This is an optimization exercise on Yosys and OpenROAD, whose aim is small area, not a production implementation.
Function was checked by simulation only, so behaviour that the tests miss may differ from the original.
The flow treats the clock pin as an ideal source, which a real chip does not have.
Power and IR drop assume default switching activity.

==> run a: inputs <==
==> flow/design.v (excerpt) <==
module uart_stopwatch(
    input clk, rst_n,
    input rx,
    output [7:0] seg_out,
    output [7:0] sel_out,
    output tx
);
==> module sw_rx, before the edit <==
module sw_rx(input clk, rst_n, rx, s_tick, output fire, output [2:0] rb);
    reg [3:0] rs;              
    reg [3:0] rc_lo;
    wire [7:0] rc = {rs ^ 4'b0001, rc_lo};
    reg [2:0] rbs;             
    assign rb = rbs ^ 3'b110;
    wire r_idle  = ~rc[7] & ~rc[6] & rc[4];
    wire r_sample = rc[7] & s_tick & (rc[3:0] == 4'hf);
    assign fire = r_idle;
    always @(posedge clk, negedge rst_n)
        if (!rst_n)
            rs <= 4'b0000;
        else if (r_idle) begin
            if (!rx)
                rs <= 4'b0110;
        end else if (s_tick)
            rs <= (rc[7:4] + {3'd0, rc[3:0] == 4'hf}) ^ 4'b0001;
    always @(posedge clk)
        rc_lo <= r_idle ? 4'b1000 : rc_lo + {3'd0, s_tick};
    reg kill;
    always @*
        case (rc[6:4])
            3'd3: kill = rx;
            3'd4: kill = ~(rx ^ (rb[0] & rb[1]));
            3'd6: kill = ~rx;
            3'd7: kill = rx;
            default: kill = 1'b0;
        endcase
    always @(posedge clk, negedge rst_n)
        if (!rst_n)
            rbs <= 3'b000;
        else if (r_idle || (r_sample && kill))
            rbs <= 3'b000;
        else if (r_sample && !rc[6] && !(rc[5] & rc[4]))
            rbs <= {rx, rb[2:1]} ^ 3'b110;
endmodule
==> module sw_ctrl, before the edit <==
module sw_ctrl(input clk, rst_n, fire, input [2:0] rb, input [4:0] bcnt,
               output cmd_c, output up, output reg go, lock,
               input [3:0] d0, s0, m0, h0, input [2:0] s1, m1, input [1:0] h1,
               output reg [3:0] code);
    assign cmd_c = fire & ( rb[0] &  rb[1] & ~rb[2]);
    wire cmd_g = fire & ( rb[0] &  rb[1] &  rb[2]);
    wire cmd_p = fire & (~rb[0] & ~rb[1] & ~rb[2]);
    wire cmd_u = fire & ( rb[0] & ~rb[1] &  rb[2]);
    wire cmd_r = fire & (~rb[0] &  rb[1] & ~rb[2]);
    reg dn;                                  
    assign up = ~dn;
    always @(posedge clk, negedge rst_n)
        if (!rst_n) begin
            dn <= 1'b0;
            go <= 1'b0;
            lock <= 1'b0;
        end else begin
            if (cmd_c) dn <= 1'b0;
            else if (cmd_u) dn <= ~dn;
            if (cmd_g) go <= 1'b1;
            else if (cmd_p) go <= 1'b0;
            if (cmd_r) lock <= 1'b1;
            else if (bcnt[3] & bcnt[1] & bcnt[0]) lock <= 1'b0;    
        end
    always @*
        case (bcnt[3:0])
            4'd2: code = {2'b00, h1};
            4'd3: code = h0;
            4'd5: code = {1'b0, m1};
            4'd6: code = m0;
            4'd8: code = {1'b0, s1};
            4'd9: code = s0;
            4'd10: code = 4'he;
            4'd11: code = d0;
            4'd4, 4'd7: code = 4'ha;
            default: code = 4'h0;
        endcase
endmodule
==> module sw_txq, before the edit <==
module sw_txq(input clk, rst_n, wr, rd, input [3:0] code,
              output [3:0] head, output empty, full);
    reg [3:0] q [0:15];
    reg [4:0] qn;          
    wire [4:0] qp = ~qn;
    assign empty = qp[4];
    assign full  = ~qp[4] & (qp[3:0] == 4'hf);
    wire do_wr = wr & ~full;
    assign head = q[qp[3:0]];
    integer i;
    always @(posedge clk)
        if (do_wr) begin
            q[0] <= code;
            for (i = 1; i < 16; i = i + 1)
                q[i] <= q[i-1];
        end
    always @(posedge clk, negedge rst_n)
        if (!rst_n)
            qn <= 5'h00;
        else if (do_wr)
            qn <= qn - 5'd1;
        else if (rd)
            qn <= qn + 5'd1;
endmodule
==> module sw_tx, before the edit <==
module sw_tx(input clk, rst_n, s_tick, empty, input [3:0] head, output tx_done, output reg tx);
    reg [3:0] ts;              
    reg [3:0] tc_lo;
    wire [7:0] tc = {ts ^ 4'b0001, tc_lo};
    wire t_idle = ~tc[7] & ~tc[6] & tc[4];
    wire t_start = ~tc[7] & tc[6];
    wire t_stop = ~tc[7] & ~tc[4];
    assign tx_done = t_stop & s_tick & (tc[3:0] == 4'hf);
    always @(posedge clk, negedge rst_n)
        if (!rst_n)
            ts <= 4'b0000;
        else if (t_idle) begin
            if (!empty)
                ts <= 4'b0110;
        end else if (s_tick)
            ts <= (tc[7:4] + {3'd0, tc[3:0] == 4'hf}) ^ 4'b0001;
    always @(posedge clk)
        tc_lo <= t_idle ? 4'b0000 : tc_lo + {3'd0, s_tick};
    reg tbit;
    always @*
        case (tc[6:4])
            3'd4: tbit = ~(head[3] & head[2]);
            3'd5: tbit = 1'b1;
            3'd6, 3'd7: tbit = 1'b0;
            default: tbit = head[tc[5:4]];
        endcase
    always @(posedge clk, negedge rst_n)
        if (!rst_n)
            tx <= 1'b0;
        else
            tx <= tc[7] ? tbit : ~t_start;
endmodule
==> flow/config.mk <==
export PLATFORM = sky130hd
export DESIGN_NAME = uart_stopwatch
export DESIGN_NICKNAME = uart_stopwatch
export VERILOG_FILES = /design/flow/design.v
export SDC_FILE = /design/flow/constraint.sdc
export NUM_CORES = 4
export LEC_CHECK = 0
export CAP_MARGIN = 20
export CORE_MARGIN = 2
export CORE_UTILIZATION = 65
export PLACE_DENSITY = 0.8
export SLEW_MARGIN = 20
==> flow/constraint.sdc <==
create_clock -name core_clock -period 10.0 [get_ports {clk}]
set_input_delay 2.0000 -clock core_clock [delete_from_list [all_inputs] [get_ports {clk}]]
set_output_delay 2.0000 -clock core_clock [all_outputs]
set_load 0.01 [all_outputs]
standard.sh (not shown) runs the stock make flow with config.mk's settings and CLKGATE_MAP_FILE= SYNTH_SCRIPT=/design/flow/synth_recipe.tcl, a recipe that flattens the netlist after the stock synthesis.
==> flow/flow/run.sh <==
#!/bin/bash
# Own layout flow: the standard ORFS flow (standard.sh) with
#  * an area-oriented ABC script (flow/area.abc) for the combinational logic;
#    registers are mapped by the standard synthesis script, unchanged; adders
#    are left to ABC too (no ADDER_MAP_FILE);
#  * a clock tree of clkbuf_4 without dummy loads, where a buffer whose
#    loads see too slow a clock edge becomes clkbuf_8 (flow/cts_fix.tcl);
#  * minimum-size port buffers (buf_1) on every input and output.
# Each tool's output goes to a log file in this folder (ORFS also keeps its
# per-step logs under orfs/logs/).
set -euo pipefail
work=$(pwd)

# Synthesis script: synth_recipe.tcl with Yosys's abc call given our script.
{
  head -n 1 synth_recipe.tcl
  cat <<EOT
proc abc {args} {
  set i [lsearch \$args -script]
  lset args [expr {\$i + 1}] $work/flow/area.abc
  yosys abc {*}\$args
}
EOT
  tail -n +2 synth_recipe.tcl
} > own_synth.tcl
sed "s#$work/synth_recipe.tcl#$work/own_synth.tcl#" standard.sh > own_standard.sh
grep -q own_synth.tcl own_standard.sh

bash own_standard.sh \
  "CTS_ARGS=-sink_clustering_enable -repair_clock_nets -dont_use_dummy_load -sink_clustering_size 30 -sink_clustering_max_diameter 100 -buf_list sky130_fd_sc_hd__clkbuf_4" \
  "POST_CTS_TCL=$work/flow/cts_fix.tcl" \
  "BUFFER_PORTS_ARGS=-buffer_cell sky130_fd_sc_hd__buf_1" \
  "ADDER_MAP_FILE=" \
  finish > flow_make.log 2>&1
test -s out/final.def
==> flow/flow/area.abc <==
strash
ifraig
scorr
dc2
strash
&get -n
&dch
&nf -R 1000 -C 32
&put
Other scripts of this flow, unchanged in this note and not shown: flow/flow/cts_fix.tcl
==> inputs of run b, as changes to run a <==
--- a/flow/design.v
+++ b/flow/design.v
@@ -38,40 +38,38 @@
 endmodule
-module sw_rx(input clk, rst_n, rx, s_tick, output fire, output [2:0] rb);
-    reg [3:0] rs;              
-    reg [3:0] rc_lo;
-    wire [7:0] rc = {rs ^ 4'b0001, rc_lo};
-    reg [2:0] rbs;             
-    assign rb = rbs ^ 3'b110;
+module sw_rx(input clk, rst_n, rx, s_tick, output fire, output reg [2:0] rb);
+    reg [7:0] rc;
+    reg       rok;     
     wire r_idle  = ~rc[7] & ~rc[6] & rc[4];
     wire r_sample = rc[7] & s_tick & (rc[3:0] == 4'hf);
-    assign fire = r_idle;
-    always @(posedge clk, negedge rst_n)
-        if (!rst_n)
-            rs <= 4'b0000;
+    assign fire = r_idle & rok;    
+    always @(posedge clk, negedge rst_n)
+        if (!rst_n)
+            rc[7:4] <= 4'b0001;
         else if (r_idle) begin
             if (!rx)
-                rs <= 4'b0110;
+                rc[7:4] <= 4'b0111;
         end else if (s_tick)
-            rs <= (rc[7:4] + {3'd0, rc[3:0] == 4'hf}) ^ 4'b0001;
-    always @(posedge clk)
-        rc_lo <= r_idle ? 4'b1000 : rc_lo + {3'd0, s_tick};
-    reg kill;
-    always @*
-        case (rc[6:4])
-            3'd3: kill = rx;
-            3'd4: kill = ~(rx ^ (rb[0] & rb[1]));
-            3'd6: kill = ~rx;
-            3'd7: kill = rx;
-            default: kill = 1'b0;
-        endcase
-    always @(posedge clk, negedge rst_n)
-        if (!rst_n)
-            rbs <= 3'b000;
-        else if (r_idle || (r_sample && kill))
-            rbs <= 3'b000;
-        else if (r_sample && !rc[6] && !(rc[5] & rc[4]))
-            rbs <= {rx, rb[2:1]} ^ 3'b110;
+            rc[7:4] <= rc[7:4] + {3'd0, rc[3:0] == 4'hf};
+    always @(posedge clk)
+        rc[3:0] <= r_idle ? 4'b1000 : rc[3:0] + {3'd0, s_tick};
+    always @(posedge clk)
+        if (r_sample && !rc[6] && !(rc[5] & rc[4]))
+            rb <= {rx, rb[2:1]};
+    always @(posedge clk, negedge rst_n)
+        if (!rst_n)
+            rok <= 1'b0;
+        else if (r_idle)
+            rok <= 1'b0;
+        else if (r_sample)
+            case (rc[6:4])
+                3'd0: rok <= 1'b1;
+                3'd3: rok <= rok & ~rx;
+                3'd4: rok <= rok & (rx ^ (rb[0] & rb[1]));
+                3'd6: rok <= rok & rx;
+                3'd7: rok <= rok & ~rx;
+                default: ;
+            endcase
 endmodule
 module sw_ctrl(input clk, rst_n, fire, input [2:0] rb, input [4:0] bcnt,
-               output cmd_c, output up, output reg go, lock,
+               output cmd_c, output reg up, go, lock,
                input [3:0] d0, s0, m0, h0, input [2:0] s1, m1, input [1:0] h1,
@@ -83,7 +81,5 @@
     wire cmd_r = fire & (~rb[0] &  rb[1] & ~rb[2]);
-    reg dn;                                  
-    assign up = ~dn;
     always @(posedge clk, negedge rst_n)
         if (!rst_n) begin
-            dn <= 1'b0;
+            up <= 1'b1;
             go <= 1'b0;
@@ -91,4 +87,4 @@
         end else begin
-            if (cmd_c) dn <= 1'b0;
-            else if (cmd_u) dn <= ~dn;
+            if (cmd_c) up <= 1'b1;
+            else if (cmd_u) up <= ~up;
             if (cmd_g) go <= 1'b1;
@@ -108,4 +104,3 @@
             4'd11: code = d0;
-            4'd4, 4'd7: code = 4'ha;
-            default: code = 4'h0;
+            default: code = 4'ha;
         endcase
@@ -165,4 +160,3 @@
     reg [3:0] q [0:15];
-    reg [4:0] qn;          
-    wire [4:0] qp = ~qn;
+    reg [4:0] qp;          
     assign empty = qp[4];
@@ -180,12 +174,10 @@
         if (!rst_n)
-            qn <= 5'h00;
+            qp <= 5'h1f;
         else if (do_wr)
-            qn <= qn - 5'd1;
+            qp <= qp + 5'd1;
         else if (rd)
-            qn <= qn + 5'd1;
+            qp <= qp - 5'd1;
 endmodule
 module sw_tx(input clk, rst_n, s_tick, empty, input [3:0] head, output tx_done, output reg tx);
-    reg [3:0] ts;              
-    reg [3:0] tc_lo;
-    wire [7:0] tc = {ts ^ 4'b0001, tc_lo};
+    reg [7:0] tc;
     wire t_idle = ~tc[7] & ~tc[6] & tc[4];
@@ -196,10 +188,10 @@
         if (!rst_n)
-            ts <= 4'b0000;
+            tc[7:4] <= 4'b0001;
         else if (t_idle) begin
             if (!empty)
-                ts <= 4'b0110;
+                tc[7:4] <= 4'b0111;
         end else if (s_tick)
-            ts <= (tc[7:4] + {3'd0, tc[3:0] == 4'hf}) ^ 4'b0001;
-    always @(posedge clk)
-        tc_lo <= t_idle ? 4'b0000 : tc_lo + {3'd0, s_tick};
+            tc[7:4] <= tc[7:4] + {3'd0, tc[3:0] == 4'hf};
+    always @(posedge clk)
+        tc[3:0] <= t_idle ? 4'b0000 : tc[3:0] + {3'd0, s_tick};
     reg tbit;
--- a/flow/flow/run.sh
+++ b/flow/flow/run.sh
@@ -3,4 +3,3 @@
 #  * an area-oriented ABC script (flow/area.abc) for the combinational logic;
-#    registers are mapped by the standard synthesis script, unchanged; adders
-#    are left to ABC too (no ADDER_MAP_FILE);
+#    registers are mapped by the standard synthesis script, unchanged;
 #  * a clock tree of clkbuf_4 without dummy loads, where a buffer whose
@@ -32,3 +31,2 @@
   "BUFFER_PORTS_ARGS=-buffer_cell sky130_fd_sc_hd__buf_1" \
-  "ADDER_MAP_FILE=" \
   finish > flow_make.log 2>&1
==> flow/flow/area.abc (replaced) <==
&get -n
&st
&dc2
&dch
&nf -R 1000
&put
CORE_UTILIZATION = 40   (was 65)
PLACE_DENSITY = 0.6   (was 0.8)
==> flow_summary.toml <==
[finish]
fill_cells = 1488
nets = 664
mostFrequentLayoutCells = "edfxtp_1 (67), dfrtp_1 (61), a21oi_1 (49), nor2_1 (48), nand2_1 (42)"

[pwr]
p_seq_frac = 0.688
pwr-share-clk = 0.305
p_total_w = 0.000900
p_int_w = 0.000719

[global_routing]
grt_max_degree = 71
grt_pass1_wl_mm = 24.8
gr-usage-met2 = 0.293

[synthesis]
muxShareOfSynthArea = 0.00319
synthCells = 599

[status]
status = "complete, no violations"

[sta]
max_freq_ghz = 0.212

[floorplanning]
start_util = 0.406
die_w_um = 133
design.core.area_sq_um = 16400

[drt]
drtIter0Drc = 603

[critical_path]
cp_cell_sequence = "clkinv_1, ha_1, nor2b_1, clkinv_1, o22ai_1, a221oi_1, o211ai_1, nand2_1, nand2_1, nand2_1, nor2_1, buf_1"
worstSetupEndpoint = "seg_out[6]"
(the above is from run b)
==> flow_summary.toml <==
[finish]
mostFrequentLayoutCells = "dfrtp_1 (71), edfxtp_1 (64), nand2_1 (54), nor2_1 (54), a21oi_1 (45)"
nets = 611

[pwr]
pwr-share-clk = 0.294
p_int_w = 0.000714
p_total_w = 0.000892

[global_routing]
gr-usage-met2 = 0.432
grt_max_degree = 73

[sta]
max_freq_ghz = 0.218

[synthesis]
muxShareOfSynthArea = 0.00159
synthCells = 568

[floorplanning]
start_util = 0.676
die_w_um = 102

[critical_path]
worstSetupEndpoint = "seg_out[0]"

[status]
status = "complete, no violations"
(the above is from run a)

==> static timing again, ports no longer ideal <==
The results above use ideal ports. As a check the final layouts listed here were re-extracted and re-timed, cells and wires unchanged. Step 1 sets driving cells, clkbuf_16 on the clock port and buf_2 on the other inputs (assumed; they add their load-dependent delay and slew). Step 2, shift: input delay + t, output delay - t, t = (earliest + latest rising clock arrival at the registers) / 2. This alone moves slack from input paths to output paths. Slacks: ideal ports / drivers / drivers and shift; pairs: ideal ports / drivers.
run | t, ns | setup WS [ns] | clock arrival spread, ns | worst slew at a driven data input, ns | pins driven straight from the clock port
run a | 0.426 | 5.419 / 5.385 / 5.811 | 0.027 / 0.028 | 0.03 | 1
run b | 0.449 | 5.290 / 5.252 / 5.323 | 0.028 / 0.029 | 0.03 | 1
After both steps setup and hold are still met in every run listed.
